This is an optimization exercise on Yosys and OpenROAD, whose aim is small area, a short achievable clock period and few clock cycles per item, not a production implementation.
Where RTL was checked, it was by simulation tests only, not by an equivalence proof against the original.
The RTL of run 1 was laid out without a check of its function.

==> flow/design.v (outline; a module is shown in full before it is edited, if it fits) <==
// module fbindct_8bit: 1002 lines
// module fbd_fa: 10 lines
module fbindct_8bit #(
  parameter IN_WIDTH = 8,
  parameter INT_BITS = 6,
  parameter FRAC_BITS = 6,
  parameter INTER_WIDTH = IN_WIDTH + INT_BITS + FRAC_BITS,
  parameter OUT_WIDTH = 20
)(
  input                                        clk,
  input                                        rst,
  input signed [8*IN_WIDTH-1:0]                x_in,
  input                                        ready_in,
  input                                        load,
  output                                       valid_out,
  output signed [8*OUT_WIDTH-1:0]              y_out
);
  // ...
==> flow/flow/run.sh <==
#!/bin/bash
# The standard layout, with plain buf_1 cells as the port buffers instead of the
# delay buffers buffer_ports picks by default. Every port still gets its buffer.
set -euo pipefail
bash standard.sh "BUFFER_PORTS_ARGS=-buffer_cell sky130_fd_sc_hd__buf_1" finish > standard_flow.log 2>&1
==> flow/standard.sh <==
#!/bin/bash
# synth_recipe.tcl (not shown) runs the flow's synth.tcl, then flattens the netlist and writes it again
# the make line also repeats each setting of config.mk as NAME=value (left out here)
make -C /OpenROAD-flow-scripts/flow DESIGN_CONFIG=/design/flow/config.mk WORK_HOME=/design/flow/orfs CLKGATE_MAP_FILE= SYNTH_SCRIPT=/design/flow/synth_recipe.tcl "${@:-finish}"
==> flow/config.mk <==
export PLATFORM = sky130hd
export DESIGN_NAME = fbindct_8bit
export DESIGN_NICKNAME = fbindct_8bit
export VERILOG_FILES = /design/flow/design.v
export SDC_FILE = /design/flow/constraint.sdc
export NUM_CORES = 4
export LEC_CHECK = 0
export ABC_AREA = 1
export CAP_MARGIN = 20
export CORE_MARGIN = 2
export CORE_UTILIZATION = 40
export SLEW_MARGIN = 20
export SYNTH_HIERARCHICAL = 1
==> flow/constraint.sdc <==
create_clock -name core_clock -period 10.0 [get_ports {clk}]
set_input_delay 2.0000 -clock core_clock [delete_from_list [all_inputs] [get_ports {clk}]]
set_output_delay 2.0000 -clock core_clock [all_outputs]
set_load 0.01 [all_outputs]
==> reports/qor.csv, run 1 <==
metric,value,unit
status,"complete, no violations",
Synth top cells by count,"inv_1 (326), fa_1 (238), ha_1 (162), edfxtp_1 (79), nand2_1 (71)",
Slew HR,34.8,%
GR Util met3,3.42,%
die area,0.0326,sq mm
Mean Syn Cell Area,11.0,sq um
multi-input gate share of total cell area,61.8,%
H-tree depth,3,
Die X,181,um
"Largest stage delay, worst path",550,ps
number of global-route vias before repair,8120,
measured slew at the worst slew-check pin,979,ps
"CP delay by family, top",adder cells,
multiplexer share of the synthesized area,0,%
fmax,162,MHz
setup bufs post-CTS,0,
Non-Filler Instances,1719,
cell depth of the worst setup path,13,
PostCTS Resize Cnt,0,
most common cell in the netlist,inv_1,
Initial DRT Pass Iterations,4,
via count,7649,
CP Launch Point,s7[1],
Top Ports,229,
Synth top area share,38.2,%
nonclk buf count,207,
CTS sink cnt,80,
hold path endpoint,vld,
height of the die,181,um
FP Rows,64,
==> run 2: changes to the inputs <==
--- a/flow/design.v
+++ b/flow/design.v
@@ -36,65 +36,47 @@
   wire [8:0] n0_b = {{1{x7[7]}}, x7};
   wire [8:0] n0_p = n0_a ^ n0_b;
   wire [8:0] n0_g = n0_a & n0_b;
   wire n0_G1 = n0_g[1] | (n0_p[1] & n0_g[0]);
   wire n0_G2 = n0_g[2] | (n0_p[2] & n0_G1);
   wire n0_G3 = n0_g[3] | (n0_p[3] & n0_G2);
   wire n0_G4 = n0_g[4] | (n0_p[4] & n0_G3);
   wire n0_G5 = n0_g[5] | (n0_p[5] & n0_G4);
-  wire n0_P5 = n0_p[5] & 1'b0;
-  wire n0_G6 = n0_g[7] | (n0_p[7] & n0_g[6]);
-  wire n0_P6 = n0_p[7] & n0_p[6];
-  wire n0_G7 = n0_G6 | (n0_P6 & n0_G5);
-  wire n0_P7 = n0_P6 & n0_P5;
-  wire n0_G8 = n0_g[6] | (n0_p[6] & n0_G5);
-  wire n0_P8 = n0_p[6] & n0_P5;
-  wire n0_G9 = n0_g[8] | (n0_p[8] & n0_G7);
-  wire n0_P9 = n0_p[8] & n0_P7;
-  wire [8:0] n0 = {n0_p[8] ^ n0_G7, n0_p[7] ^ n0_G8, n0_p[6] ^ n0_G5, n0_p[5] ^ n0_G4, n0_p[4] ^ n0_G3, n0_p[3] ^ n0_G2, n0_p[2] ^ n0_G1, n0_p[1] ^ n0_g[0], n0_p[0]};
+  wire n0_G6 = n0_g[6] | (n0_p[6] & n0_G5);
+  wire n0_G7 = n0_g[7] | (n0_p[7] & n0_G6);
+  wire n0_G8 = n0_g[8] | (n0_p[8] & n0_G7);
+  wire [8:0] n0 = {n0_p[8] ^ n0_G7, n0_p[7] ^ n0_G6, n0_p[6] ^ n0_G5, n0_p[5] ^ n0_G4, n0_p[4] ^ n0_G3, n0_p[3] ^ n0_G2, n0_p[2] ^ n0_G1, n0_p[1] ^ n0_g[0], n0_p[0]};
   wire [8:0] n7_a = {{1{x0[7]}}, x0};
   wire [8:0] n7_b = ~{{1{x7[7]}}, x7};
   wire [8:0] n7_p = n7_a ^ n7_b;
   wire [8:0] n7_g = n7_a & n7_b;
   wire n7_g0 = n7_a[0] | n7_b[0];
   wire n7_G1 = n7_g[1] | (n7_p[1] & n7_g0);
   wire n7_G2 = n7_g[2] | (n7_p[2] & n7_G1);
   wire n7_G3 = n7_g[3] | (n7_p[3] & n7_G2);
   wire n7_G4 = n7_g[4] | (n7_p[4] & n7_G3);
   wire n7_G5 = n7_g[5] | (n7_p[5] & n7_G4);
-  wire n7_P5 = n7_p[5] & 1'b0;
-  wire n7_G6 = n7_g[7] | (n7_p[7] & n7_g[6]);
-  wire n7_P6 = n7_p[7] & n7_p[6];
-  wire n7_G7 = n7_G6 | (n7_P6 & n7_G5);
-  wire n7_P7 = n7_P6 & n7_P5;
-  wire n7_G8 = n7_g[6] | (n7_p[6] & n7_G5);
-  wire n7_P8 = n7_p[6] & n7_P5;
-  wire n7_G9 = n7_g[8] | (n7_p[8] & n7_G7);
-  wire n7_P9 = n7_p[8] & n7_P7;
-  wire [8:0] n7 = {n7_p[8] ^ n7_G7, n7_p[7] ^ n7_G8, n7_p[6] ^ n7_G5, n7_p[5] ^ n7_G4, n7_p[4] ^ n7_G3, n7_p[3] ^ n7_G2, n7_p[2] ^ n7_G1, n7_p[1] ^ n7_g0, ~n7_p[0]};
+  wire n7_G6 = n7_g[6] | (n7_p[6] & n7_G5);
+  wire n7_G7 = n7_g[7] | (n7_p[7] & n7_G6);
+  wire n7_G8 = n7_g[8] | (n7_p[8] & n7_G7);
+  wire [8:0] n7 = {n7_p[8] ^ n7_G7, n7_p[7] ^ n7_G6, n7_p[6] ^ n7_G5, n7_p[5] ^ n7_G4, n7_p[4] ^ n7_G3, n7_p[3] ^ n7_G2, n7_p[2] ^ n7_G1, n7_p[1] ^ n7_g0, ~n7_p[0]};
   wire [8:0] n1_a = {{1{x1[7]}}, x1};
   wire [8:0] n1_b = {{1{x6[7]}}, x6};
   wire [8:0] n1_p = n1_a ^ n1_b;
   wire [8:0] n1_g = n1_a & n1_b;
   wire n1_G1 = n1_g[1] | (n1_p[1] & n1_g[0]);
   wire n1_G2 = n1_g[2] | (n1_p[2] & n1_G1);
   wire n1_G3 = n1_g[3] | (n1_p[3] & n1_G2);
   wire n1_G4 = n1_g[4] | (n1_p[4] & n1_G3);
   wire n1_G5 = n1_g[5] | (n1_p[5] & n1_G4);
-  wire n1_P5 = n1_p[5] & 1'b0;
-  wire n1_G6 = n1_g[7] | (n1_p[7] & n1_g[6]);
-  wire n1_P6 = n1_p[7] & n1_p[6];
-  wire n1_G7 = n1_G6 | (n1_P6 & n1_G5);
-  wire n1_P7 = n1_P6 & n1_P5;
-  wire n1_G8 = n1_g[6] | (n1_p[6] & n1_G5);
-  wire n1_P8 = n1_p[6] & n1_P5;
-  wire n1_G9 = n1_g[8] | (n1_p[8] & n1_G7);
-  wire n1_P9 = n1_p[8] & n1_P7;
-  wire [8:0] n1 = {n1_p[8] ^ n1_G7, n1_p[7] ^ n1_G8, n1_p[6] ^ n1_G5, n1_p[5] ^ n1_G4, n1_p[4] ^ n1_G3, n1_p[3] ^ n1_G2, n1_p[2] ^ n1_G1, n1_p[1] ^ n1_g[0], n1_p[0]};
+  wire n1_G6 = n1_g[6] | (n1_p[6] & n1_G5);
+  wire n1_G7 = n1_g[7] | (n1_p[7] & n1_G6);
+  wire n1_G8 = n1_g[8] | (n1_p[8] & n1_G7);
+  wire [8:0] n1 = {n1_p[8] ^ n1_G7, n1_p[7] ^ n1_G6, n1_p[6] ^ n1_G5, n1_p[5] ^ n1_G4, n1_p[4] ^ n1_G3, n1_p[3] ^ n1_G2, n1_p[2] ^ n1_G1, n1_p[1] ^ n1_g[0], n1_p[0]};
   wire [8:0] n6_a = {{1{x1[7]}}, x1};
   wire [8:0] n6_b = ~{{1{x6[7]}}, x6};
   wire [8:0] n6_p = n6_a ^ n6_b;
   wire [8:0] n6_g = n6_a & n6_b;
   wire n6_g0 = n6_a[0] | n6_b[0];
   wire n6_G1 = n6_g[1] | (n6_p[1] & n6_g0);
   wire n6_P1 = n6_p[1] & n6_p[0];
   wire n6_G2 = n6_g[3] | (n6_p[3] & n6_g[2]);
@@ -124,26 +106,20 @@
   wire [8:0] n2_b = {{1{x5[7]}}, x5};
   wire [8:0] n2_p = n2_a ^ n2_b;
   wire [8:0] n2_g = n2_a & n2_b;
   wire n2_G1 = n2_g[1] | (n2_p[1] & n2_g[0]);
   wire n2_G2 = n2_g[2] | (n2_p[2] & n2_G1);
   wire n2_G3 = n2_g[3] | (n2_p[3] & n2_G2);
   wire n2_G4 = n2_g[4] | (n2_p[4] & n2_G3);
   wire n2_G5 = n2_g[5] | (n2_p[5] & n2_G4);
-  wire n2_P5 = n2_p[5] & 1'b0;
-  wire n2_G6 = n2_g[7] | (n2_p[7] & n2_g[6]);
-  wire n2_P6 = n2_p[7] & n2_p[6];
-  wire n2_G7 = n2_G6 | (n2_P6 & n2_G5);
-  wire n2_P7 = n2_P6 & n2_P5;
-  wire n2_G8 = n2_g[6] | (n2_p[6] & n2_G5);
-  wire n2_P8 = n2_p[6] & n2_P5;
-  wire n2_G9 = n2_g[8] | (n2_p[8] & n2_G7);
-  wire n2_P9 = n2_p[8] & n2_P7;
-  wire [8:0] n2 = {n2_p[8] ^ n2_G7, n2_p[7] ^ n2_G8, n2_p[6] ^ n2_G5, n2_p[5] ^ n2_G4, n2_p[4] ^ n2_G3, n2_p[3] ^ n2_G2, n2_p[2] ^ n2_G1, n2_p[1] ^ n2_g[0], n2_p[0]};
+  wire n2_G6 = n2_g[6] | (n2_p[6] & n2_G5);
+  wire n2_G7 = n2_g[7] | (n2_p[7] & n2_G6);
+  wire n2_G8 = n2_g[8] | (n2_p[8] & n2_G7);
+  wire [8:0] n2 = {n2_p[8] ^ n2_G7, n2_p[7] ^ n2_G6, n2_p[6] ^ n2_G5, n2_p[5] ^ n2_G4, n2_p[4] ^ n2_G3, n2_p[3] ^ n2_G2, n2_p[2] ^ n2_G1, n2_p[1] ^ n2_g[0], n2_p[0]};
   wire [8:0] n5_a = {{1{x2[7]}}, x2};
   wire [8:0] n5_b = ~{{1{x5[7]}}, x5};
   wire [8:0] n5_p = n5_a ^ n5_b;
   wire [8:0] n5_g = n5_a & n5_b;
   wire n5_g0 = n5_a[0] | n5_b[0];
   wire n5_G1 = n5_g[1] | (n5_p[1] & n5_g0);
   wire n5_P1 = n5_p[1] & n5_p[0];
   wire n5_G2 = n5_g[3] | (n5_p[3] & n5_g[2]);
@@ -173,46 +149,34 @@
   wire [8:0] n3_b = {{1{x4[7]}}, x4};
   wire [8:0] n3_p = n3_a ^ n3_b;
   wire [8:0] n3_g = n3_a & n3_b;
   wire n3_G1 = n3_g[1] | (n3_p[1] & n3_g[0]);
   wire n3_G2 = n3_g[2] | (n3_p[2] & n3_G1);
   wire n3_G3 = n3_g[3] | (n3_p[3] & n3_G2);
   wire n3_G4 = n3_g[4] | (n3_p[4] & n3_G3);
   wire n3_G5 = n3_g[5] | (n3_p[5] & n3_G4);
-  wire n3_P5 = n3_p[5] & 1'b0;
-  wire n3_G6 = n3_g[7] | (n3_p[7] & n3_g[6]);
-  wire n3_P6 = n3_p[7] & n3_p[6];
-  wire n3_G7 = n3_G6 | (n3_P6 & n3_G5);
-  wire n3_P7 = n3_P6 & n3_P5;
-  wire n3_G8 = n3_g[6] | (n3_p[6] & n3_G5);
-  wire n3_P8 = n3_p[6] & n3_P5;
-  wire n3_G9 = n3_g[8] | (n3_p[8] & n3_G7);
-  wire n3_P9 = n3_p[8] & n3_P7;
-  wire [8:0] n3 = {n3_p[8] ^ n3_G7, n3_p[7] ^ n3_G8, n3_p[6] ^ n3_G5, n3_p[5] ^ n3_G4, n3_p[4] ^ n3_G3, n3_p[3] ^ n3_G2, n3_p[2] ^ n3_G1, n3_p[1] ^ n3_g[0], n3_p[0]};
+  wire n3_G6 = n3_g[6] | (n3_p[6] & n3_G5);
+  wire n3_G7 = n3_g[7] | (n3_p[7] & n3_G6);
+  wire n3_G8 = n3_g[8] | (n3_p[8] & n3_G7);
+  wire [8:0] n3 = {n3_p[8] ^ n3_G7, n3_p[7] ^ n3_G6, n3_p[6] ^ n3_G5, n3_p[5] ^ n3_G4, n3_p[4] ^ n3_G3, n3_p[3] ^ n3_G2, n3_p[2] ^ n3_G1, n3_p[1] ^ n3_g[0], n3_p[0]};
   wire [8:0] n4_a = {{1{x3[7]}}, x3};
   wire [8:0] n4_b = ~{{1{x4[7]}}, x4};
   wire [8:0] n4_p = n4_a ^ n4_b;
   wire [8:0] n4_g = n4_a & n4_b;
   wire n4_g0 = n4_a[0] | n4_b[0];
   wire n4_G1 = n4_g[1] | (n4_p[1] & n4_g0);
   wire n4_G2 = n4_g[2] | (n4_p[2] & n4_G1);
   wire n4_G3 = n4_g[3] | (n4_p[3] & n4_G2);
   wire n4_G4 = n4_g[4] | (n4_p[4] & n4_G3);
   wire n4_G5 = n4_g[5] | (n4_p[5] & n4_G4);
-  wire n4_P5 = n4_p[5] & 1'b0;
-  wire n4_G6 = n4_g[7] | (n4_p[7] & n4_g[6]);
-  wire n4_P6 = n4_p[7] & n4_p[6];
-  wire n4_G7 = n4_G6 | (n4_P6 & n4_G5);
-  wire n4_P7 = n4_P6 & n4_P5;
-  wire n4_G8 = n4_g[6] | (n4_p[6] & n4_G5);
-  wire n4_P8 = n4_p[6] & n4_P5;
-  wire n4_G9 = n4_g[8] | (n4_p[8] & n4_G7);
-  wire n4_P9 = n4_p[8] & n4_P7;
-  wire [8:0] n4 = {n4_p[8] ^ n4_G7, n4_p[7] ^ n4_G8, n4_p[6] ^ n4_G5, n4_p[5] ^ n4_G4, n4_p[4] ^ n4_G3, n4_p[3] ^ n4_G2, n4_p[2] ^ n4_G1, n4_p[1] ^ n4_g0, ~n4_p[0]};
+  wire n4_G6 = n4_g[6] | (n4_p[6] & n4_G5);
+  wire n4_G7 = n4_g[7] | (n4_p[7] & n4_G6);
+  wire n4_G8 = n4_g[8] | (n4_p[8] & n4_G7);
+  wire [8:0] n4 = {n4_p[8] ^ n4_G7, n4_p[7] ^ n4_G6, n4_p[6] ^ n4_G5, n4_p[5] ^ n4_G4, n4_p[4] ^ n4_G3, n4_p[3] ^ n4_G2, n4_p[2] ^ n4_G1, n4_p[1] ^ n4_g0, ~n4_p[0]};
   wire [9:0] nt0_a = {{1{n0[8]}}, n0};
   wire [9:0] nt0_b = {{1{n3[8]}}, n3};
   wire [9:0] nt0_p = nt0_a ^ nt0_b;
   wire [9:0] nt0_g = nt0_a & nt0_b;
   wire nt0_G1 = nt0_g[1] | (nt0_p[1] & nt0_g[0]);
   wire nt0_G2 = nt0_g[2] | (nt0_p[2] & nt0_G1);
   wire nt0_G3 = nt0_g[3] | (nt0_p[3] & nt0_G2);
   wire nt0_G4 = nt0_g[4] | (nt0_p[4] & nt0_G3);
==> run 2 against run 1 <==
- clock-buffer cell count down 1
- critical path type unchanged
- die area down 0.93%
- routed wire length down 1.2%
- sequential share of layout area up 0.18 points
- fmax about the same
==> reports/qor.csv, run 2 <==
metric,value,unit,change
# DRC,0,,unchanged
Critical Path Slowest Stage Cell,edfxtp_1,,unchanged
#FFs+latches synth,80,,unchanged
worst-path maximum fanout,5,,unchanged
CP cell instances,inv_1 > ha_1 > inv_1 > fa_1 > fa_1 > fa_1 > fa_1 > nand3b_1 > nand3_1 > nand4_1 > nand3_1 > fa_1 > buf_1,,unchanged
setup bufs post-CTS,0,,unchanged
most common cell in the netlist,inv_1,,unchanged
"commonest cells after routing, fill and taps aside","inv_1 (327), fa_1 (246), buf_1 (205)",,"was inv_1 (326), fa_1 (238), buf_1 (205)"
routability cong.,0.815,,was 0.897
RSZ-0062 raised after global routing,no,,unchanged
Hold Crit Class,flop to flop,,unchanged
average routed wire per standard cell,15.0,um,about the same
height of the die,180,um,was 181 um
Critical path buffers and inverters,3,,unchanged
total negative slack,0,ps,unchanged
"most common cell after layout, fill and taps aside",inv_1,,unchanged
fin crit period,6190,ps,was 6180 ps
Initial DRT Pass Iterations,4,,unchanged
final max-slew violation count,0,,unchanged
reg-to-reg endpoint,vld,,unchanged
FP Rows,64,,unchanged
Worst Path Arrival,4190,ps,was 4180 ps
Synth top area share,39.9,%,was 38.2%
R2R depth,2,,unchanged
GR Overflow Total,0,,unchanged
"Largest stage delay, worst path",570,ps,was 550 ps
share of cells above drive strength 1,2.94,%,was 2.72%
Area growth syn-to-layout,9.97,%,was 10.1%
hold path start,vld,,unchanged
clk slew on worst S/H paths,60,ps,about the same
synthesized cell area,0.0123,sq mm,was 0.0125 sq mm
largest reg by FF count,u_n,,unchanged
"CP delay by family, top",adder cells,,unchanged
"area leader, netlist",fa_1,,unchanged
cell depth of the worst setup path,13,,unchanged
H-tree depth,3,,unchanged
fmax,162,MHz,about the same
max reg flops,13,,unchanged
cells after synthesis,1105,,"was 1,137"
R2R Setup Slk,9390,ps,was 9410 ps
Synth top cells by count,"inv_1 (327), fa_1 (246), ha_1 (150), edfxtp_1 (79), nand2_1 (68)",,"was inv_1 (326), fa_1 (238), ha_1 (162), edfxtp_1 (79), nand2_1 (71)"
status,"complete, no violations",,unchanged
fin util,44.5,%,was 44.7%
Die X,180,um,was 181 um
crit start category,flop,,unchanged
share of flip-flops with an asynchronous set or reset,0,%,unchanged
PortBufs,206,,unchanged
measured slew at the worst slew-check pin,1030,ps,was 979 ps
sequential share of the synthesized area,19.4,%,was 19.2%
synth warn,7,,unchanged
"Clk Latency, worst-skew pair",350,ps,was 340 ps
via-per-instance ratio,4.44,,was 4.45
"most used cell, CP",fa_1,,unchanged
# fillers,2932,,"was 2,960"
Slew HR,31.0,%,was 34.8%
root buf cell,clkbuf_16,,unchanged
fin nets,1751,,"was 1,785"
Synth area leaders,"fa_1 (40%), edfxtp_1 (19%), ha_1 (15%), inv_1 (9.9%), buf_4 (3.5%)",,"was fa_1 (38%), edfxtp_1 (19%), ha_1 (16%), inv_1 (9.8%), buf_4 (3.4%)"
die area,0.0323,sq mm,was 0.0326 sq mm
DP HPWL,23.3,mm,was 23.6 mm
DRT iter0 DRCs,391,,was 344
CP Launch Point,s7[1],,unchanged
Cells on Worst Hold Path,2,,unchanged
CTS sink cnt,80,,unchanged
pin count of the biggest net entering global routing,78,,was 74
PostCTS Resize Cnt,0,,unchanged
antenna violations before repair,5,,was 2
Starting Density,40.5,%,was 40.6%
post-route ant nets,0,,unchanged
area of the multi-input gates,0.00836,sq mm,was 0.00848 sq mm
Top Ports,229,,unchanged
Inserted Clock Buffers,9,,unchanged
hold path endpoint,vld,,unchanged
Critical Setup Path Class,flop to output port,,unchanged
Longest Clk Path Bufs,2,,unchanged
CTS tree,done,,unchanged
gr usage total,17.0,%,was 16.5%
Mean Syn Cell Area,11.2,sq um,was 11.0 sq um
drt total wl,25.4,mm,was 25.7 mm
Clock Skew,0,ps,unchanged
number of global-route vias before repair,8415,,"was 8,120"
Max Cap Violations,0,,unchanged
Finish-stage setup viols,0,,unchanged
core area,0.0305,sq mm,was 0.0307 sq mm
"Top FF cell, synth",edfxtp_1,,unchanged
WP data required,8000,ps,about the same
FF/Latch Area,0.00239,sq mm,unchanged
CTS Hold Bufs,0,,unchanged
via count,7516,,"was 7,649"
first-pass GRT wire length,43.3,mm,was 41.8 mm
crit end category,output port,,unchanged
Post-synth EDFFs,79,,unchanged
synth unique cells,39,,was 36
Critical R2R Launch,vld,,unchanged
Fin. Hold Viols,0,,unchanged
final worst path period share,61.9,%,was 61.8%
## run 2: changes by cell type after synthesis, sizes merged, moves of 2 or more
cell	change
o21ai	-11
buf	-2
ha	-12
xor2	-5
a21oi	-2
nor2	-3
nor3	-2
nand3b	+2
nand2	-3
fa	+8
nand3	-5
xnor2	-2
inv	+2
## run 2: how the worst max path moves through the flow
stage,endpoint
after floorplan,zh[8]
after global placement,zh[8]
after detailed placement,t0[8]
after CTS,y_out[155]
after global routing,y_out[154]
final,y_out[154]
## run 2: cell type report
cell class | count | share of cell area (%)
multi-input cells | 658 | 61.6
flip-flops and latches | 80 | 17.6
inverters | 331 | 9.15
repair buffers | 207 | 5.78
well taps | 396 | 3.65
clock buffers | 9 | 1.66
clock inverters | 7 | 0.461
diodes | 5 | 0.0922
## run 2: Yosys stat by module, one instance, submodules excluded
module	times used	cells inside	area, sq um	flip-flops and latches
fbindct_8bit	1	1016	10600	80
fbd_fa	89	1	20.0	0
## run 2: cells by family after synthesis
logic type,after synthesis,synth area share [%]
adder cells (fa/ha/maj),396,55.1
buffers and inverters,388,13.5
AND/OR/NAND/NOR,120,4.36
flip-flops,80,19.4
AO/OA/AOI/OAI,65,3.69
XOR/XNOR,55,3.90
other,1,0.0304
## run 2: routing by layer
metal,global-route usage (%),share of wire [%]
met2,28.2,47
met5,0,0.051
met1,23.2,46
met4,3.22,1.2
met3,3.75,5.4
## run 2: stage by stage
stage                     std cells  area [sq um]  hold slack [ps]  worst slack, ps
after floorplan                1126         12400              524             4030
after global placement         1672         13300              473             3720
after detailed placement       1672         13300              495             3600
after CTS                      1688         13600              510             3710
after global routing           1690         13600              559             3500
final                          1693         13600              504             3810
## run 2: worst reg2reg max path, stage by stage (launching register included)
cell,delay (ps)
dfxtp_1,310
a21oi_1,140
nor2_1,60
Testbench counts of run 2, summed over its fixed seeds: cycles 4,096, rows 2,048.
==> run 3: changes to the inputs <==
--- a/flow/config.mk
+++ b/flow/config.mk
@@ -9,5 +9,6 @@
 export CAP_MARGIN = 20
 export CORE_MARGIN = 2
 export CORE_UTILIZATION = 40
+export CTS_BUF_LIST = sky130_fd_sc_hd__clkbuf_4 sky130_fd_sc_hd__clkbuf_8
 export SLEW_MARGIN = 20
 export SYNTH_HIERARCHICAL = 1
==> run 3 against run 2 <==
- fmax down 0.47%
- final cell count unchanged
- cell area down 0.75%
- clock skew unchanged
- core utilization down 0.33 points
- sequential cell count unchanged
- worst hold slack better by 5.8 ps
- register-to-register slack about the same
- sequential share of layout area up 0.13 points
- clock-buffer cell count unchanged
- critical endpoint unchanged
==> reports/qor.csv, run 3 <==
metric,value,unit,change
antenna violations before repair,5,,unchanged
# DRC,0,,unchanged
pin count of the biggest net entering global routing,78,,unchanged
post-place setup slack,3600,ps,unchanged
Hold Crit Class,flop to flop,,unchanged
final worst slack,3780,ps,was 3810 ps
Initial DRT Pass Iterations,4,,unchanged
Starting Density,40.5,%,unchanged
share of flip-flops with an asynchronous set or reset,0,%,unchanged
area of the multi-input gates,0.00836,sq mm,unchanged
Top Ports,229,,unchanged
root buf cell,clkbuf_8,,was clkbuf_16
Slew HR,30.2,%,was 31.0%
fin crit period,6220,ps,was 6190 ps
number of global-route vias before repair,8381,,"was 8,415"
fin area,0.0135,sq mm,was 0.0136 sq mm
share of cells above drive strength 1,2.94,%,unchanged
fin util,44.2,%,was 44.5%
fmax,161,MHz,was 162 MHz
most common cell in the netlist,inv_1,,unchanged
H-tree depth,3,,unchanged
average routed wire per standard cell,15.0,um,about the same
sequential share of the synthesized area,19.4,%,unchanged
Critical path buffers and inverters,3,,unchanged
Final Hold Slack,510,ps,was 504 ps
DRT iter0 DRCs,337,,was 391
post-synthesis adder-cell area fraction,55.1,%,unchanged
Longest Clk Path Bufs,2,,unchanged
clk slew on worst S/H paths,90,ps,was 60 ps
cells after synthesis,1105,,unchanged
Synth top area share,39.9,%,unchanged
first-pass GRT wire length,43.2,mm,was 43.3 mm
"Clk Latency, worst-skew pair",370,ps,was 350 ps
crit end category,output port,,unchanged
DP HPWL,23.3,mm,unchanged
synthesized cell area,0.0123,sq mm,unchanged
via count,7507,,"was 7,516"
"Top FF cell, synth",edfxtp_1,,unchanged
max reg flops,13,,unchanged
Mean Syn Cell Area,11.2,sq um,unchanged
Finish-stage setup viols,0,,unchanged
fin nets,1751,,unchanged
Critical Setup Path Class,flop to output port,,unchanged
FF/Latch Area,0.00239,sq mm,unchanged
final max-slew violation count,0,,unchanged
status,"complete, no violations",,unchanged
gr usage total,17.0,%,about the same
Synth Area in XOR/XNOR,3.90,%,unchanged
CTS sink cnt,80,,unchanged
Clock Skew,0,ps,unchanged
worst-path maximum fanout,5,,unchanged
measured slew at the worst slew-check pin,1050,ps,was 1030 ps
Max Cap Violations,0,,unchanged
Critical Path Slowest Stage Cell,edfxtp_1,,unchanged
core area,0.0305,sq mm,unchanged
"CP delay by family, top",adder cells,,unchanged
# fillers,2934,,"was 2,932"
total negative slack,0,ps,unchanged
via-per-instance ratio,4.43,,was 4.44
FP Rows,64,,unchanged
"most common cell after layout, fill and taps aside",inv_1,,unchanged
"commonest cells after routing, fill and taps aside","inv_1 (327), fa_1 (246), buf_1 (205)",,unchanged
RSZ-0062 raised after global routing,no,,unchanged
multiplexer share of the synthesized area,0,%,unchanged
Worst Path Arrival,4220,ps,was 4190 ps
post-route ant nets,0,,unchanged
Post-synth EDFFs,79,,unchanged
Area growth syn-to-layout,9.15,%,was 9.97%
Inserted Clock Buffers,9,,unchanged
Synth top cells by count,"inv_1 (327), fa_1 (246), ha_1 (150), edfxtp_1 (79), nand2_1 (68)",,unchanged
R2R Setup Slk,9380,ps,was 9390 ps
Die X,180,um,unchanged
drt total wl,25.5,mm,was 25.4 mm
simple-gate share of the synthesized area,4.36,%,unchanged
synth unique cells,39,,unchanged
"area leader, netlist",fa_1,,unchanged
CP cell instances,inv_1 > ha_1 > inv_1 > fa_1 > fa_1 > fa_1 > fa_1 > nand3b_1 > nand3_1 > nand4_1 > nand3_1 > fa_1 > buf_1,,unchanged
"Largest stage delay, worst path",580,ps,was 570 ps
Fin. Hold Viols,0,,unchanged
die area,0.0323,sq mm,unchanged
WP data required,8000,ps,about the same
post-synthesis compound-gate area fraction,3.69,%,unchanged
PortBufs,206,,unchanged
routability cong.,0.815,,unchanged
Synth area leaders,"fa_1 (40%), edfxtp_1 (19%), ha_1 (15%), inv_1 (9.9%), buf_4 (3.5%)",,unchanged
"most used cell, CP",fa_1,,unchanged
#FFs+latches synth,80,,unchanged
largest reg by FF count,u_n,,unchanged
Placement Cell Area,0.0133,sq mm,unchanged
synth warn,7,,unchanged
setup bufs post-CTS,0,,unchanged
CTS Hold Bufs,0,,unchanged
height of the die,180,um,unchanged
final worst path period share,62.2,%,was 61.9%
CTS tree,done,,unchanged
PostCTS Resize Cnt,0,,unchanged
largest family of logic cells by synthesized area,adder cells,,unchanged
crit start category,flop,,unchanged
GR Overflow Total,0,,unchanged
==> run 3: cell types whose count changed in the layout (fill, tap and decap cells not counted) <==
cell and delta:
clkbuf_8 +9, clkbuf_16 -9
==> run 3: metal layers <==
metal	vias up	wire [um]	GRT usage [%]
met5	-	13	0
met4	2	340	3.32
met3	22	1400	3.38
met2	178	12000	28.1
met1	3698	11700	23.3
li1	3607	-	-
==> run 3: stage by stage <==
stage / cells
6_report: 1693
5_1_grt: 1690
4_1_cts: 1688
3_5_place_dp: 1672
3_3_place_gp: 1672
2_1_floorplan: 1126
==> run 3: path summary, 6_finish.rpt <==
kind,cells after the start,start,endpoint
hold reg to reg,2,vld,vld
setup reg to reg,2,vld,vld
setup / recovery,13,s7[1],y_out[154]
hold / removal,2,vld,vld
==> run 3: per-module statistics from Yosys, one instance, submodules excluded <==
module	flops+latches	cells	area (sq um)	times used
fbindct_8bit	80	1016	10600	1
fbd_fa	0	1	20.0	89
==> run 3: kinds of logic after synthesis <==
kind of cell             after synthesis
AO/OA/AOI/OAI                         65
buffers and inverters                388
other                                  1
AND/OR/NAND/NOR                      120
adder cells (fa/ha/maj)              396
flip-flops                            80
XOR/XNOR                              55
==> run 3: worst register-to-register path: cells and delay by family, from the launching register on <==
kind,cells,cell delay (ps)
simple gates,1,60
flops,1,320
compound gates,1,140
==> run 3: area by class of cell <==
type | instances | area share, %
Multi-Input combinational cell | 658 | 62.0
Timing Repair Buffer | 207 | 5.82
Clock inverter | 7 | 0.464
Antenna cell | 5 | 0.0929
Inverter | 331 | 9.22
Clock buffer | 9 | 0.919
Sequential cell | 80 | 17.8
Tap cell | 396 | 3.68
==> run 4: changes to the inputs <==
--- a/flow/config.mk
+++ b/flow/config.mk
@@ -10,5 +10,6 @@
 export CORE_MARGIN = 2
 export CORE_UTILIZATION = 40
 export CTS_BUF_LIST = sky130_fd_sc_hd__clkbuf_4 sky130_fd_sc_hd__clkbuf_8
+export SETUP_SLACK_MARGIN = 4.3
 export SLEW_MARGIN = 20
 export SYNTH_HIERARCHICAL = 1
==> run 4 against run 3 <==
- critical path depth is 1 lower
- sequential share of layout area down 2.1 points
- area after synthesis unchanged
- die area unchanged
- clock skew stayed put
- worst hold slack got worse by 4.9 ps
- routed wire length rose by 6.4%
- synthesized cell count stayed put
- fmax increased by 5.2%
==> reports/qor.csv, run 4 <==
metric,value,unit,change
Critical Setup Path Class,flop to output port,,unchanged
Synth top area share,39.9,%,unchanged
Worst Path Arrival,3910,ps,was 4220 ps
pin count of the biggest net entering global routing,81,,was 78
routability cong.,0.844,,was 0.815
H-tree depth,3,,unchanged
fin crit period,5910,ps,was 6220 ps
area of the multi-input gates,0.00922,sq mm,was 0.00836 sq mm
"commonest cells after routing, fill and taps aside","inv_1 (301), fa_1 (158), buf_1 (138)",,"was inv_1 (327), fa_1 (246), buf_1 (205)"
measured slew at the worst slew-check pin,1080,ps,was 1050 ps
Fin. Hold Viols,0,,unchanged
Non-Filler Instances,1765,,"was 1,693"
"most common cell after layout, fill and taps aside",inv_1,,unchanged
CTS Hold Bufs,0,,unchanged
Placement Cell Area,0.0134,sq mm,was 0.0133 sq mm
crit end category,output port,,unchanged
DP HPWL,23.1,mm,was 23.3 mm
Hold Crit Class,flop to flop,,unchanged
Slew HR,28.0,%,was 30.2%
Inserted Clock Buffers,9,,unchanged
share of flip-flops with an asynchronous set or reset,0,%,unchanged
FP Rows,64,,unchanged
Initial DRT Pass Iterations,4,,unchanged
R2R depth,2,,unchanged
most common cell in the netlist,inv_1,,unchanged
# DRC,0,,unchanged
height of the die,180,um,unchanged
Area growth syn-to-layout,23.7,%,was 9.15%
RSZ-0062 raised after global routing,yes,,was no
FF/Latch Area,0.00239,sq mm,unchanged
clk slew on worst S/H paths,80,ps,was 90 ps
share of cells above drive strength 1,27.6,%,was 2.94%
number of global-route vias before repair,8746,,"was 8,381"
WP data required,8000,ps,about the same
first-pass GRT wire length,44.3,mm,was 43.2 mm
average routed wire per standard cell,15.4,um,was 15.0 um
CP Launch Point,u_n[5],,was s7[1]
synthesized cell area,0.0123,sq mm,unchanged
PortBufs,206,,unchanged
sequential share of the synthesized area,19.4,%,unchanged
core area,0.0305,sq mm,unchanged
largest reg by FF count,u_n,,unchanged
Longest Clk Path Bufs,2,,unchanged
reg-to-reg endpoint,vld,,unchanged
crit start category,flop,,unchanged
#FFs+latches synth,80,,unchanged
final worst path period share,59.1,%,was 62.2%
Clock Skew,0,ps,unchanged
Finish-stage setup viols,0,,unchanged
fin area,0.0153,sq mm,was 0.0135 sq mm
post-route ant nets,0,,unchanged
"Clk Latency, worst-skew pair",370,ps,about the same
worst-path maximum fanout,3,,was 5
"area leader, netlist",fa_1,,unchanged
max reg flops,13,,unchanged
cells after synthesis,1105,,unchanged
die area,0.0323,sq mm,unchanged
Final Hold Slack,505,ps,was 510 ps
via count,7912,,"was 7,507"
DRT iter0 DRCs,267,,was 337
fin nets,1827,,"was 1,751"
Die X,180,um,unchanged
Starting Density,40.5,%,unchanged
"Top FF cell, synth",edfxtp_1,,unchanged
drt total wl,27.1,mm,was 25.5 mm
GR Overflow Total,0,,unchanged
final max-slew violation count,0,,unchanged
gr usage total,17.5,%,was 17.0%
Top Ports,229,,unchanged
synth warn,7,,unchanged
R2R Setup Slk,9390,ps,was 9380 ps
CTS sink cnt,80,,unchanged
antenna violations before repair,4,,was 5
placed cell count,1672,,unchanged
via-per-instance ratio,4.48,,was 4.43
Post-synth EDFFs,79,,unchanged
fmax,169,MHz,was 161 MHz
status,"complete, no violations",,unchanged
Max Cap Violations,0,,unchanged
# fillers,2786,,"was 2,934"
total negative slack,0,ps,unchanged
synth unique cells,39,,unchanged
Critical R2R Launch,vld,,unchanged
root buf cell,clkbuf_8,,unchanged
Synth area leaders,"fa_1 (40%), edfxtp_1 (19%), ha_1 (15%), inv_1 (9.9%), buf_4 (3.5%)",,unchanged
Critical Path Sink,y_out[112],,was y_out[154]
Mean Syn Cell Area,11.2,sq um,unchanged
CTS tree,done,,unchanged
Synth top cells by count,"inv_1 (327), fa_1 (246), ha_1 (150), edfxtp_1 (79), nand2_1 (68)",,unchanged
-- run 4: cell counts after synthesis --
Identical to the previous run, type by type.
-- run 4: critical path, cell delays in order, from the launching register on --
cell	delay (ps)
edfxtp_1	470
buf_6	160
fa_1	530
fa_2	460
fa_2	590
ha_4	220
nand2_4	80
nor2_4	50
nor2_4	90
nand2_4	80
a31o_1	190
fa_2	530
buf_6	100
-- run 4: cell families after synthesis --
kind of cell	count (synthesis)	share of synthesized area, %
buf+inv	388	13.5
simple gates	120	4.36
fa+ha+maj	396	55.1
other cells	1	0.0304
compound gates	65	3.69
flops	80	19.4
xor+xnor	55	3.90
-- run 4: routing by layer --
metal  track usage (%)  part of all wire [%]
met4              3.28                   1.1
met2              29.7                    50
met5                 0                  0.14
met3              4.05                   5.3
met1              23.1                    44
-- run 4: area by class of cell --
cell class                 instances  share of cell area (%)
sequential                        80                    15.7
timing repair buffer             283                    11.1
antenna                            1                  0.0164
clock inverter                     5                   0.533
clock buffer                      11                   0.909
tap                              396                    3.24
multi-input combinational        658                    60.3
inverter                         331                    8.18
-- run 4: worst min-delay path by stage --
stage / cells after the start / end / start
after CTS: 2 / vld / vld
after detailed placement: 2 / vld / vld
final: 2 / vld / vld
after global placement: 2 / vld / vld
after global routing: 2 / vld / vld
after floorplan: 2 / vld / vld
-- run 4: metrics by stage --
stage	setup slack [ps]	util, %
after floorplan	4200	-
after global placement	3850	43.8
after detailed placement	3700	43.8
after CTS	4090	47.4
after global routing	3940	50.0
final	4090	50.1
-- run 4: modules after synthesis (local to each module, per instance) --
module        times used  cells inside
fbindct_8bit           1          1016
fbd_fa                89             1
-- run 4: what timing repair did --
item / in CTS / in global routing
buffers inserted: 52 / 24
endpoints found under the setup margin: 72 / 86
resized for setup: 134 / 202
pin swaps: 57 / 81
==> run 5: changes to the inputs <==
--- a/flow/config.mk
+++ b/flow/config.mk
@@ -10,6 +10,6 @@
 export CORE_MARGIN = 2
 export CORE_UTILIZATION = 40
 export CTS_BUF_LIST = sky130_fd_sc_hd__clkbuf_4 sky130_fd_sc_hd__clkbuf_8
-export SETUP_SLACK_MARGIN = 4.3
+export SETUP_SLACK_MARGIN = 4.6
 export SLEW_MARGIN = 20
 export SYNTH_HIERARCHICAL = 1
==> run 5 against run 4 <==
- global-route usage barely moved
- routed wire length rose by 1.2%
- setup slack got worse by 5.5 ps
- final cell count rose by 1.6%
- register-to-register slack improved by 20 ps
- sequential share of layout area fell by 0.48 points
- cell area rose by 3.1%
- clock-buffer cell count fell by 1
- non-clock buffer count rose by 22
- critical endpoint is now y_out[135]
- highest routed layer unchanged
==> reports/qor.csv, run 5 <==
metric,value,unit,change
R2R Setup Slk,9410,ps,was 9390 ps
# fillers,2699,,"was 2,786"
core area,0.0305,sq mm,unchanged
post-place setup slack,3640,ps,was 3700 ps
Max Cap Violations,0,,unchanged
synthesized cell area,0.0123,sq mm,unchanged
gr usage total,17.5,%,about the same
crit end category,output port,,unchanged
measured slew at the worst slew-check pin,1000,ps,was 1080 ps
Slew HR,33.0,%,was 28.0%
worst-path maximum fanout,2,,was 3
Die X,180,um,unchanged
Finish-stage setup viols,0,,unchanged
Mean Syn Cell Area,11.2,sq um,unchanged
max reg flops,13,,unchanged
"Top FF cell, synth",edfxtp_1,,unchanged
Initial DRT Pass Iterations,4,,unchanged
DP HPWL,23.1,mm,about the same
total negative slack,0,ps,unchanged
Hold Crit Class,flop to flop,,unchanged
# DRC,0,,unchanged
largest reg by FF count,u_n,,unchanged
reg-to-reg endpoint,vld,,unchanged
final max-slew violation count,0,,unchanged
share of cells above drive strength 1,33.4,%,was 27.6%
"most common cell after layout, fill and taps aside",inv_1,,unchanged
"area leader, netlist",fa_1,,unchanged
Area growth syn-to-layout,27.6,%,was 23.7%
CTS sink cnt,80,,unchanged
routability cong.,0.847,,was 0.844
sequential share of the synthesized area,19.4,%,unchanged
via-per-instance ratio,4.42,,was 4.48
"commonest cells after routing, fill and taps aside","inv_1 (288), fa_1 (145), ha_1 (124)",,"was inv_1 (301), fa_1 (158), buf_1 (138)"
synth warn,7,,unchanged
share of flip-flops with an asynchronous set or reset,0,%,unchanged
DRT iter0 DRCs,266,,was 267
die area,0.0323,sq mm,unchanged
post-route ant nets,0,,unchanged
#FFs+latches synth,80,,unchanged
cells after synthesis,1105,,unchanged
clk slew on worst S/H paths,80,ps,about the same
Cells on Worst Hold Path,2,,unchanged
via count,7932,,"was 7,912"
fin nets,1849,,"was 1,827"
final worst slack,4090,ps,about the same
Worst Path Arrival,3910,ps,about the same
GR Overflow Total,0,,unchanged
Clock Skew,0,ps,unchanged
Inserted Clock Buffers,9,,unchanged
Synth top cells by count,"inv_1 (327), fa_1 (246), ha_1 (150), edfxtp_1 (79), nand2_1 (68)",,unchanged
first-pass GRT wire length,44.2,mm,was 44.3 mm
antenna violations before repair,9,,was 4
height of the die,180,um,unchanged
synth unique cells,39,,unchanged
R2R depth,2,,unchanged
hold path start,vld,,unchanged
Top Ports,229,,unchanged
Synth top area share,39.9,%,unchanged
Starting Density,40.5,%,unchanged
root buf cell,clkbuf_8,,unchanged
PortBufs,206,,unchanged
RSZ-0062 raised after global routing,yes,,unchanged
final worst path period share,59.1,%,about the same
FP Rows,64,,unchanged
CTS tree,done,,unchanged
"Clk Latency, worst-skew pair",380,ps,was 370 ps
status,"complete, no violations",,unchanged
pin count of the biggest net entering global routing,79,,was 81
fin crit period,5910,ps,about the same
average routed wire per standard cell,15.3,um,was 15.4 um
H-tree depth,3,,unchanged
Synth area leaders,"fa_1 (40%), edfxtp_1 (19%), ha_1 (15%), inv_1 (9.9%), buf_4 (3.5%)",,unchanged
Post-synth EDFFs,79,,unchanged
WP data required,8000,ps,about the same
Fin. Hold Viols,0,,unchanged
Critical R2R Launch,vld,,unchanged
Critical Setup Path Class,flop to output port,,unchanged
fmax,169,MHz,about the same
most common cell in the netlist,inv_1,,unchanged
Longest Clk Path Bufs,2,,unchanged
drt total wl,27.4,mm,was 27.1 mm
crit start category,flop,,unchanged
number of global-route vias before repair,8702,,"was 8,746"
hold path endpoint,vld,,unchanged
==> run 5: cell counts after synthesis <==
Identical to the previous run, type by type.
==> run 5: cell families (layout without fill, tap and decap cells) <==
logic type	count (synthesis)	in the layout	synth area share, %
buffers and inverters	388	652	13.5
adder cells (fa/ha/maj)	396	396	55.1
AND/OR/NAND/NOR	120	120	4.36
other	1	29	0.0304
AO/OA/AOI/OAI	65	65	3.69
XOR/XNOR	55	55	3.90
flip-flops	80	80	19.4
==> run 5: worst max-delay path by stage <==
stage,startpoint,to,slack (ps)
CTS,u_n[6],y_out[113],4080
global placement,x_in[16],c2h[8],3660
floorplan,x_in[8],c2h[8],4270
finish,c3h[3],y_out[135],4090
global route,c3h[3],y_out[135],3900
detailed placement,x_in[16],c2h[8],3640
==> run 5: Yosys stat by module, one instance, submodules excluded <==
module        cells inside  cell area (sq um)  times used
fbindct_8bit          1016              10600           1
fbd_fa                   1               20.0          89
==> run 5: layout make-up <==
cell class                 instances  area [sq um]  area share, %
inverter                         331          1280           8.11
timing repair buffer             305          2020           12.8
multi-input combinational        658          9370           59.5
clock buffer                      10           131          0.834
antenna                            7          17.5          0.111
sequential                        80          2390           15.2
clock inverter                     6          50.0          0.318
tap                              396           495           3.15
==> run 5: repair_timing <==
| action | CTS | global route |
|---|---|---|
| endpoints found under the hold margin | 0 | 0 |
| setup buffers | 66 | 32 |
| pin swaps | 50 | 58 |
| hold buffers | 0 | 0 |
| setup endpoints to repair | 106 | 102 |
| resized for setup | 246 | 123 |
==> run 5: layer usage <==
layer | track usage, % | vias up | wire, um
li1 | - | 3797 | -
met5 | 0 | - | 16
met4 | 3.84 | 2 | 420
met2 | 29.9 | 154 | 13900
met1 | 22.6 | 3956 | 11600
met3 | 4.40 | 23 | 1450
==> run 5: through the flow <==
stage          instance area (sq um)  cells  utilization [%]  hold WS, ps
2_1_floorplan                  12700   1126                -          524
3_3_place_gp                   13600   1672             44.5          472
3_5_place_dp                   13600   1672             44.5          490
4_1_cts                        15100   1754             49.6          510
5_1_grt                        15700   1789             51.6          543
6_report                       15800   1793             51.6          501
==> run 5: worst max-delay path: stages (launching register included) <==
cell,delay [ps]
edfxtp_1,400
buf_6,140
fa_1,500
fa_2,380
fa_2,350
fa_2,360
a21oi_2,140
inv_1,60
a21oi_2,180
o21ai_2,90
nand2_1,80
nand2_1,70
a21oi_2,170
fa_2,460
inv_1,60
buf_2,120
==> run 6: changes to the inputs <==
--- a/flow/config.mk
+++ b/flow/config.mk
@@ -10,6 +10,7 @@
 export CORE_MARGIN = 2
 export CORE_UTILIZATION = 40
 export CTS_BUF_LIST = sky130_fd_sc_hd__clkbuf_4 sky130_fd_sc_hd__clkbuf_8
-export SETUP_SLACK_MARGIN = 4.6
+export SETUP_SLACK_MARGIN = 4.0
 export SLEW_MARGIN = 20
 export SYNTH_HIERARCHICAL = 1
+export TNS_END_PERCENT = 20
==> run 6 against run 5 <==
- setup slack worse by 14 ps
- worst hold slack better by 8.3 ps
- sequential cell count unchanged
- core utilization fell by 5.9 points
- sequential share of layout area up 2.0 points
- die area unchanged
- non-clock buffer count down 63
- final cell count is 3.6% lower
==> reports/qor.csv, run 6 <==
metric,value,unit,change
status,"complete, no violations",,unchanged
Longest Clk Path Bufs,2,,unchanged
core area,0.0305,sq mm,unchanged
sequential share of the synthesized area,19.4,%,unchanged
drt total wl,26.1,mm,was 27.4 mm
Synth top area share,39.9,%,unchanged
"most common cell after layout, fill and taps aside",inv_1,,unchanged
antenna violations before repair,5,,was 9
CTS tree,done,,unchanged
pin count of the biggest net entering global routing,78,,was 79
total negative slack,0,ps,unchanged
"Clk Latency, worst-skew pair",370,ps,was 380 ps
Post-synth EDFFs,79,,unchanged
Synth area leaders,"fa_1 (40%), edfxtp_1 (19%), ha_1 (15%), inv_1 (9.9%), buf_4 (3.5%)",,unchanged
CTS sink cnt,80,,unchanged
"Top FF cell, synth",edfxtp_1,,unchanged
height of the die,180,um,unchanged
Max Cap Violations,0,,unchanged
PortBufs,206,,unchanged
fin crit period,5930,ps,was 5910 ps
GR Overflow Total,0,,unchanged
worst-path maximum fanout,5,,was 2
Slew HR,30.8,%,was 33.0%
crit end category,output port,,unchanged
Initial DRT Pass Iterations,4,,unchanged
final max-slew violation count,0,,unchanged
"commonest cells after routing, fill and taps aside","inv_1 (326), fa_1 (229), buf_1 (196)",,"was inv_1 (288), fa_1 (145), ha_1 (124)"
Final Hold Slack,509,ps,was 501 ps
Die X,180,um,unchanged
largest reg by FF count,u_n,,unchanged
post-route ant nets,0,,unchanged
FP Rows,64,,unchanged
Clock Skew,0,ps,unchanged
Hold Crit Class,flop to flop,,unchanged
Starting Density,40.5,%,unchanged
share of cells above drive strength 1,9.12,%,was 33.4%
first-pass GRT wire length,43.5,mm,was 44.2 mm
Area growth syn-to-layout,12.9,%,was 27.6%
routability cong.,0.815,,was 0.847
placed cell count,1672,,unchanged
gr usage total,17.1,%,was 17.5%
max reg flops,13,,unchanged
CTS Hold Bufs,0,,unchanged
area of the multi-input gates,0.00855,sq mm,was 0.00937 sq mm
#FFs+latches synth,80,,unchanged
die area,0.0323,sq mm,unchanged
Mean Syn Cell Area,11.2,sq um,unchanged
root buf cell,clkbuf_8,,unchanged
synthesized cell area,0.0123,sq mm,unchanged
Critical Setup Path Class,flop to output port,,unchanged
average routed wire per standard cell,15.1,um,was 15.3 um
# DRC,0,,unchanged
RSZ-0062 raised after global routing,yes,,unchanged
synth warn,7,,unchanged
DP HPWL,23.3,mm,was 23.1 mm
WP data required,8000,ps,about the same
number of global-route vias before repair,8445,,"was 8,702"
Non-Filler Instances,1728,,"was 1,793"
H-tree depth,3,,unchanged
most common cell in the netlist,inv_1,,unchanged
Finish-stage setup viols,0,,unchanged
Worst Path Arrival,3930,ps,was 3910 ps
Top Ports,229,,unchanged
via count,7676,,"was 7,932"
share of flip-flops with an asynchronous set or reset,0,%,unchanged
DRT iter0 DRCs,315,,was 266
clk slew on worst S/H paths,80,ps,about the same
crit start category,flop,,unchanged
synth unique cells,39,,unchanged
Inserted Clock Buffers,9,,unchanged
# fillers,2902,,"was 2,699"
FF/Latch Area,0.00239,sq mm,unchanged
final worst path period share,59.3,%,was 59.1%
measured slew at the worst slew-check pin,1040,ps,was 1000 ps
Synth top cells by count,"inv_1 (327), fa_1 (246), ha_1 (150), edfxtp_1 (79), nand2_1 (68)",,unchanged
fmax,169,MHz,about the same
cells after synthesis,1105,,unchanged
Fin. Hold Viols,0,,unchanged
via-per-instance ratio,4.44,,was 4.42
"area leader, netlist",fa_1,,unchanged
fin nets,1786,,"was 1,849"
## run 6: cell type report
type	instances	area share (%)
Multi-Input combinational cell	658	61.3
Clock inverter	7	0.449
Clock buffer	9	0.889
Tap cell	396	3.55
Inverter	331	8.91
Timing Repair Buffer	242	7.62
Antenna cell	5	0.0898
Sequential cell	80	17.2
## run 6: cell families after synthesis
logic type | share of synthesized area (%)
adders and majority gates | 55.1
buffers and inverters | 13.5
and+or+nand+nor | 4.36
DFF | 19.4
AOI/OAI and AO/OA | 3.69
xor gates and xnor gates | 3.90
other | 0.0304
## run 6: what timing repair did
action,CTS,global route
setup endpoints to repair,30,46
resized for setup,8,43
buffers inserted,9,26
pin swaps,1,16
## run 6: metrics by stage
step,cell area (sq um),setup WS (ps),utilization (%)
after global placement,13300,3720,43.5
after floorplan,12400,4030,-
final,13900,4070,45.7
after CTS,13600,3950,44.4
after detailed placement,13300,3600,43.5
after global routing,13900,3890,45.7
## run 6: critical path, cell delays in order (launching register included)
cell and delay (ps):
edfxtp_1 510, fa_1 560, fa_1 430, fa_2 590, ha_4 220, a21o_1 200, nor2_4 120, nand2_4 80
a31o_1 190, fa_1 370, xor2_1 140, clkbuf_2 150
## run 6: layer usage
metal | GRT usage, % | wire length (um) | vias to the layer above
li1 | - | - | 3677
met1 | 23.4 | 11900 | 3799
met2 | 28.4 | 12500 | 175
met3 | 3.38 | 1320 | 23
met4 | 3.32 | 362 | 2
met5 | 0 | 13 | -
## run 6: path summary, 6_finish.rpt
path	startpoint	end	slack, ps	cells past startpoint
min	vld	vld	510	2
max reg2reg	vld	vld	9390	2
max	u_n[6]	y_out[113]	4070	11
min reg2reg	vld	vld	510	2
## run 6: per-module statistics from Yosys (local to each module, per instance)
module	flip-flops and latches	copies in the design
fbindct_8bit	80	1
fbd_fa	0	89
==> run 7: changes to the inputs <==
--- a/flow/config.mk
+++ b/flow/config.mk
@@ -13,4 +13,4 @@
 export SETUP_SLACK_MARGIN = 4.0
 export SLEW_MARGIN = 20
 export SYNTH_HIERARCHICAL = 1
-export TNS_END_PERCENT = 20
+export TNS_END_PERCENT = 50
==> run 7 against run 6 <==
- die area unchanged
- fmax increased by 0.23%
- global-route usage about the same
- sequential share of layout area shrank 0.087 points
- largest cell class unchanged
- critical path depth is the same
- highest routed layer unchanged
- still clean on timing, DRC and antenna
- area after synthesis is the same
- cell area grew 0.51%
- critical path type unchanged
- worst hold slack is essentially flat
==> reports/qor.csv, run 7 <==
metric,value,unit,change
H-tree depth,3,,unchanged
cells after synthesis,1105,,unchanged
# DRC,0,,unchanged
sequential share of the synthesized area,19.4,%,unchanged
status,"complete, no violations",,unchanged
Post-synth EDFFs,79,,unchanged
Non-Filler Instances,1731,,"was 1,728"
Starting Density,40.5,%,unchanged
Finish-stage setup viols,0,,unchanged
synthesized cell area,0.0123,sq mm,unchanged
final worst path period share,59.1,%,was 59.3%
synth unique cells,39,,unchanged
fin crit period,5910,ps,was 5930 ps
"Clk Latency, worst-skew pair",370,ps,about the same
hold path endpoint,vld,,unchanged
WP data required,8000,ps,about the same
Final Hold Slack,509,ps,about the same
CTS sink cnt,80,,unchanged
average routed wire per standard cell,15.1,um,about the same
pin count of the biggest net entering global routing,78,,unchanged
Synth top cells by count,"inv_1 (327), fa_1 (246), ha_1 (150), edfxtp_1 (79), nand2_1 (68)",,unchanged
root buf cell,clkbuf_8,,unchanged
final worst slack,4090,ps,was 4070 ps
Die X,180,um,unchanged
"commonest cells after routing, fill and taps aside","inv_1 (325), fa_1 (221), buf_1 (192)",,"was inv_1 (326), fa_1 (229), buf_1 (196)"
most common cell in the netlist,inv_1,,unchanged
first-pass GRT wire length,43.6,mm,was 43.5 mm
CTS tree,done,,unchanged
via-per-instance ratio,4.43,,was 4.44
R2R depth,2,,unchanged
largest reg by FF count,u_n,,unchanged
#FFs+latches synth,80,,unchanged
"Top FF cell, synth",edfxtp_1,,unchanged
clk slew on worst S/H paths,80,ps,about the same
Max Cap Violations,0,,unchanged
fin nets,1789,,"was 1,786"
PortBufs,206,,unchanged
height of the die,180,um,unchanged
fmax,169,MHz,about the same
Critical R2R Launch,vld,,unchanged
"most common cell after layout, fill and taps aside",inv_1,,unchanged
max reg flops,13,,unchanged
gr usage total,17.1,%,about the same
post-place setup slack,3600,ps,unchanged
GR Overflow Total,0,,unchanged
Synth area leaders,"fa_1 (40%), edfxtp_1 (19%), ha_1 (15%), inv_1 (9.9%), buf_4 (3.5%)",,unchanged
# fillers,2894,,"was 2,902"
Area growth syn-to-layout,13.5,%,was 12.9%
crit end category,output port,,unchanged
DRT iter0 DRCs,308,,was 315
Clock Skew,0,ps,unchanged
RSZ-0062 raised after global routing,yes,,unchanged
hold path start,vld,,unchanged
Longest Clk Path Bufs,2,,unchanged
Cells on Worst Hold Path,2,,unchanged
Inserted Clock Buffers,9,,unchanged
Slew HR,30.4,%,was 30.8%
placed cell count,1672,,unchanged
Mean Syn Cell Area,11.2,sq um,unchanged
share of cells above drive strength 1,10.7,%,was 9.12%
number of global-route vias before repair,8455,,"was 8,445"
Initial DRT Pass Iterations,4,,unchanged
core area,0.0305,sq mm,unchanged
share of flip-flops with an asynchronous set or reset,0,%,unchanged
crit start category,flop,,unchanged
worst-path maximum fanout,5,,unchanged
drt total wl,26.1,mm,about the same
total negative slack,0,ps,unchanged
routability cong.,0.815,,unchanged
Top Ports,229,,unchanged
reg-to-reg endpoint,vld,,unchanged
DP HPWL,23.3,mm,unchanged
post-route ant nets,0,,unchanged
synth warn,7,,unchanged
Hold Crit Class,flop to flop,,unchanged
"area leader, netlist",fa_1,,unchanged
die area,0.0323,sq mm,unchanged
Synth top area share,39.9,%,unchanged
Worst Path Arrival,3910,ps,was 3930 ps
antenna violations before repair,5,,unchanged
R2R Setup Slk,9380,ps,was 9390 ps
FP Rows,64,,unchanged
measured slew at the worst slew-check pin,1040,ps,about the same
Critical Setup Path Class,flop to output port,,unchanged
Fin. Hold Viols,0,,unchanged
final max-slew violation count,0,,unchanged
via count,7673,,"was 7,676"
==> run 7: changes by cell type in the layout (fill, tap and decap cells not counted), sizes merged <==
cell	before	now
buf	237	238
clkbuf	14	16
==> run 7: layout make-up <==
class | instances | area, sq um | area share [%]
inverter | 331 | 1240 | 8.87
multi-input combinational | 658 | 8590 | 61.3
antenna | 5 | 12.5 | 0.0893
tap | 396 | 495 | 3.54
timing repair buffer | 245 | 1090 | 7.78
clock inverter | 7 | 62.6 | 0.447
sequential | 80 | 2390 | 17.1
clock buffer | 9 | 124 | 0.884
==> run 7: through the flow <==
stage	cell area, sq um	util, %
floorplan	12400	-
global placement	13300	43.5
detailed placement	13300	43.5
CTS	13600	44.4
global route	14000	45.9
finish	14000	45.9
==> run 7: worst max-delay path by stage <==
stage	cells after the start	from	end	slack (ps)
3_5_place_dp	15	x_in[32]	t0[8]	3600
2_1_floorplan	17	x_in[24]	zh[8]	4030
5_1_grt	14	u_n[5]	y_out[74]	3900
6_report	11	u_n[6]	y_out[113]	4090
4_1_cts	11	u_n[6]	y_out[113]	3950
3_3_place_gp	18	x_in[24]	zh[8]	3720
==> run 7: repair_timing <==
item / CTS / global route
resized for setup: 10 / 60
setup buffers: 9 / 29
hold buffers: 0 / 0
pin swaps: 1 / 22
endpoints found under the setup margin: 30 / 46
==> run 7: cell families (layout without fill, tap and decap cells) <==
logic type / after synthesis / in the layout / synth area share (%)
adder cells (fa/ha/maj): 396 / 396 / 55.1
buffers and inverters: 388 / 592 / 13.5
AND/OR/NAND/NOR: 120 / 120 / 4.36
flip-flops: 80 / 80 / 19.4
AO/OA/AOI/OAI: 65 / 65 / 3.69
XOR/XNOR: 55 / 55 / 3.90
other: 1 / 27 / 0.0304
==> run 7: metal layers <==
| layer | track usage (%) | vias to the layer above | wire length (um) |
|---|---|---|---|
| li1 | - | 3686 | - |
| met1 | 23.4 | 3787 | 11800 |
| met2 | 28.5 | 175 | 12600 |
| met3 | 3.38 | 23 | 1390 |
| met4 | 3.32 | 2 | 363 |
| met5 | 0 | - | 13 |
==> run 7: critical path, stage by stage (launching register included) <==
cell      delay [ps]
edfxtp_1         510
fa_1             560
fa_1             430
fa_2             590
ha_4             220
a21o_1           200
nor2_4           120
nand2_4           70
a31o_1           180
fa_1             370
xor2_1           140
clkbuf_2         150
==> run 7: per-module statistics from Yosys (local to each module, per instance) <==
module,flops+latches,area (sq um),times used
fbindct_8bit,80,10600,1
fbd_fa,0,20.0,89
==> run 8: changes to the inputs <==
--- a/flow/config.mk
+++ b/flow/config.mk
@@ -13,4 +13,3 @@
 export SETUP_SLACK_MARGIN = 4.0
 export SLEW_MARGIN = 20
 export SYNTH_HIERARCHICAL = 1
-export TNS_END_PERCENT = 50
==> run 8 against run 7 <==
- critical endpoint is now y_out[15]
- via count is the same
- final cell count down 0.40%
- setup slack improved by 16 ps
- die area unchanged
- core utilization about the same
- clock skew unchanged
- critical path depth rose by 2
==> reports/qor.csv, run 8 <==
metric,value,unit,change
Worst Path Arrival,3900,ps,was 3910 ps
most common cell in the netlist,inv_1,,unchanged
Starting Density,40.5,%,unchanged
"Top FF cell, synth",edfxtp_1,,unchanged
RSZ-0062 raised after global routing,yes,,unchanged
fin nets,1783,,"was 1,789"
"most common cell after layout, fill and taps aside",inv_1,,unchanged
cells after synthesis,1105,,unchanged
"Largest stage delay, worst path",470,ps,was 590 ps
die area,0.0323,sq mm,unchanged
Finish-stage setup viols,0,,unchanged
largest reg by FF count,u_n,,unchanged
Slew HR,30.2,%,was 30.4%
DRT iter0 DRCs,330,,was 308
# DRC,0,,unchanged
Die X,180,um,unchanged
routability cong.,0.815,,unchanged
final worst path period share,59.0,%,was 59.1%
Longest Clk Path Bufs,2,,unchanged
status,"complete, no violations",,unchanged
share of flip-flops with an asynchronous set or reset,0,%,unchanged
Cells on Worst Hold Path,2,,unchanged
share of cells above drive strength 1,10.8,%,was 10.7%
CTS Hold Bufs,0,,unchanged
root buf cell,clkbuf_8,,unchanged
Top Ports,229,,unchanged
height of the die,180,um,unchanged
placed cell count,1672,,unchanged
crit start category,flop,,unchanged
synthesized cell area,0.0123,sq mm,unchanged
Synth top area share,39.9,%,unchanged
Critical Setup Path Class,flop to output port,,unchanged
H-tree depth,3,,unchanged
worst-path maximum fanout,3,,was 5
fin util,45.9,%,about the same
total negative slack,0,ps,unchanged
Area growth syn-to-layout,13.4,%,was 13.5%
DP HPWL,23.3,mm,unchanged
Initial DRT Pass Iterations,4,,unchanged
Synth area leaders,"fa_1 (40%), edfxtp_1 (19%), ha_1 (15%), inv_1 (9.9%), buf_4 (3.5%)",,unchanged
sequential share of the synthesized area,19.4,%,unchanged
final worst slack,4100,ps,was 4090 ps
post-place setup slack,3600,ps,unchanged
max reg flops,13,,unchanged
hold path start,vld,,unchanged
Post-synth EDFFs,79,,unchanged
core area,0.0305,sq mm,unchanged
run 8: cell counts after synthesis:
Identical to the previous run, type by type.
run 8: path summary, 6_finish.rpt:
kind	slack, ps	to
hold / removal	510	vld
hold reg to reg	510	vld
setup reg to reg	9380	vld
setup / recovery	4100	y_out[15]
run 8: per-layer routing:
layer  up-vias  part of all wire, %  GRT usage, %
met5         -                0.050             0
met4         2                  1.3          3.32
met3        23                  5.8          3.38
met2       191                   48          28.6
met1      3785                   45          23.4
li1       3672                    -             -
run 8: logic make-up after synthesis:
logic type	share of synthesized area, %
xor gates and xnor gates	3.90
buffers and inverters	13.5
AOI/OAI and AO/OA	3.69
adders and majority gates	55.1
DFF	19.4
other	0.0304
and+or+nand+nor	4.36
run 8: per-module statistics from Yosys (local to each module, per instance):
module,area [sq um],cells inside,copies in the design
fbindct_8bit,10600,1016,1
fbd_fa,20.0,1,89
run 8: repair_timing:
| action | 4_1_cts | 5_1_grt |
|---|---|---|
| gates resized for setup | 10 | 68 |
| endpoints found under the setup margin | 30 | 42 |
| setup buffers | 17 | 15 |
| pin swaps | 1 | 30 |
run 8: critical path: cells and delay by family, from the launching register on:
| family | cells | cell delay, ps |
|---|---|---|
| flops | 1 | 470 |
| xor+xnor | 1 | 170 |
| compound gates | 2 | 270 |
| fa+ha+maj | 7 | 2360 |
| buf+inv | 3 | 260 |
run 8: layout make-up:
cell class	count	area [sq um]
fillers	2894	16500
multi-input cells	658	8620
flip-flops and latches	80	2390
inverters	331	1240
repair buffers	239	1050
well taps	396	495
clock buffers	9	124
clock inverters	7	62.6
diodes	4	10.0
run 8: stage by stage:
stage	hold WS [ps]
after floorplan	524
final	509
after global routing	565
after detailed placement	495
after CTS	516
after global placement	473

-- separate check: timing with driven ports --
The flow's constraints put no driver on any port. The routed layouts listed below were extracted and timed again, unchanged, in two steps. Step 1, drivers: a clkbuf_16 drives clk and a buf_2 each remaining input, both assumed. Step 2 also shifts input and output timing later by t, the mid clock arrival at the registers, as if the neighbouring blocks saw the same clock. a / b / c = ideal / step 1 / step 2; a / b = the first two.
run | t (ns) | setup slack, ns | slew at the worst register clock pin (ns) | worst slew at a driven data input, ns | pins driven straight from the clock port
run 1 | 0.389 | 3.816 / 3.771 / 3.711 | 0.06 / 0.06 | 0.09 | 1
run 2 | 0.390 | 3.813 / 3.768 / 3.652 | 0.06 / 0.06 | 0.10 | 1
run 3 | 0.406 | 3.784 / 3.746 / 3.652 | 0.09 / 0.09 | 0.10 | 1
run 4 | 0.408 | 4.091 / 4.052 / 3.943 | 0.08 / 0.08 | 0.08 | 1
run 5 | 0.408 | 4.085 / 4.046 / 3.977 | 0.08 / 0.08 | 0.09 | 1
run 6 | 0.405 | 4.072 / 4.034 / 3.695 | 0.09 / 0.09 | 0.10 | 1
run 7 | 0.402 | 4.085 / 4.047 / 3.716 | 0.09 / 0.09 | 0.10 | 1
run 8 | 0.405 | 4.101 / 4.063 / 3.771 | 0.09 / 0.09 | 0.10 | 1
After both steps setup and hold are still met in every run listed. For run 6, which loses most, drivers alone change the setup slack by -0.038 ns; drivers and shift together by -0.377 ns.
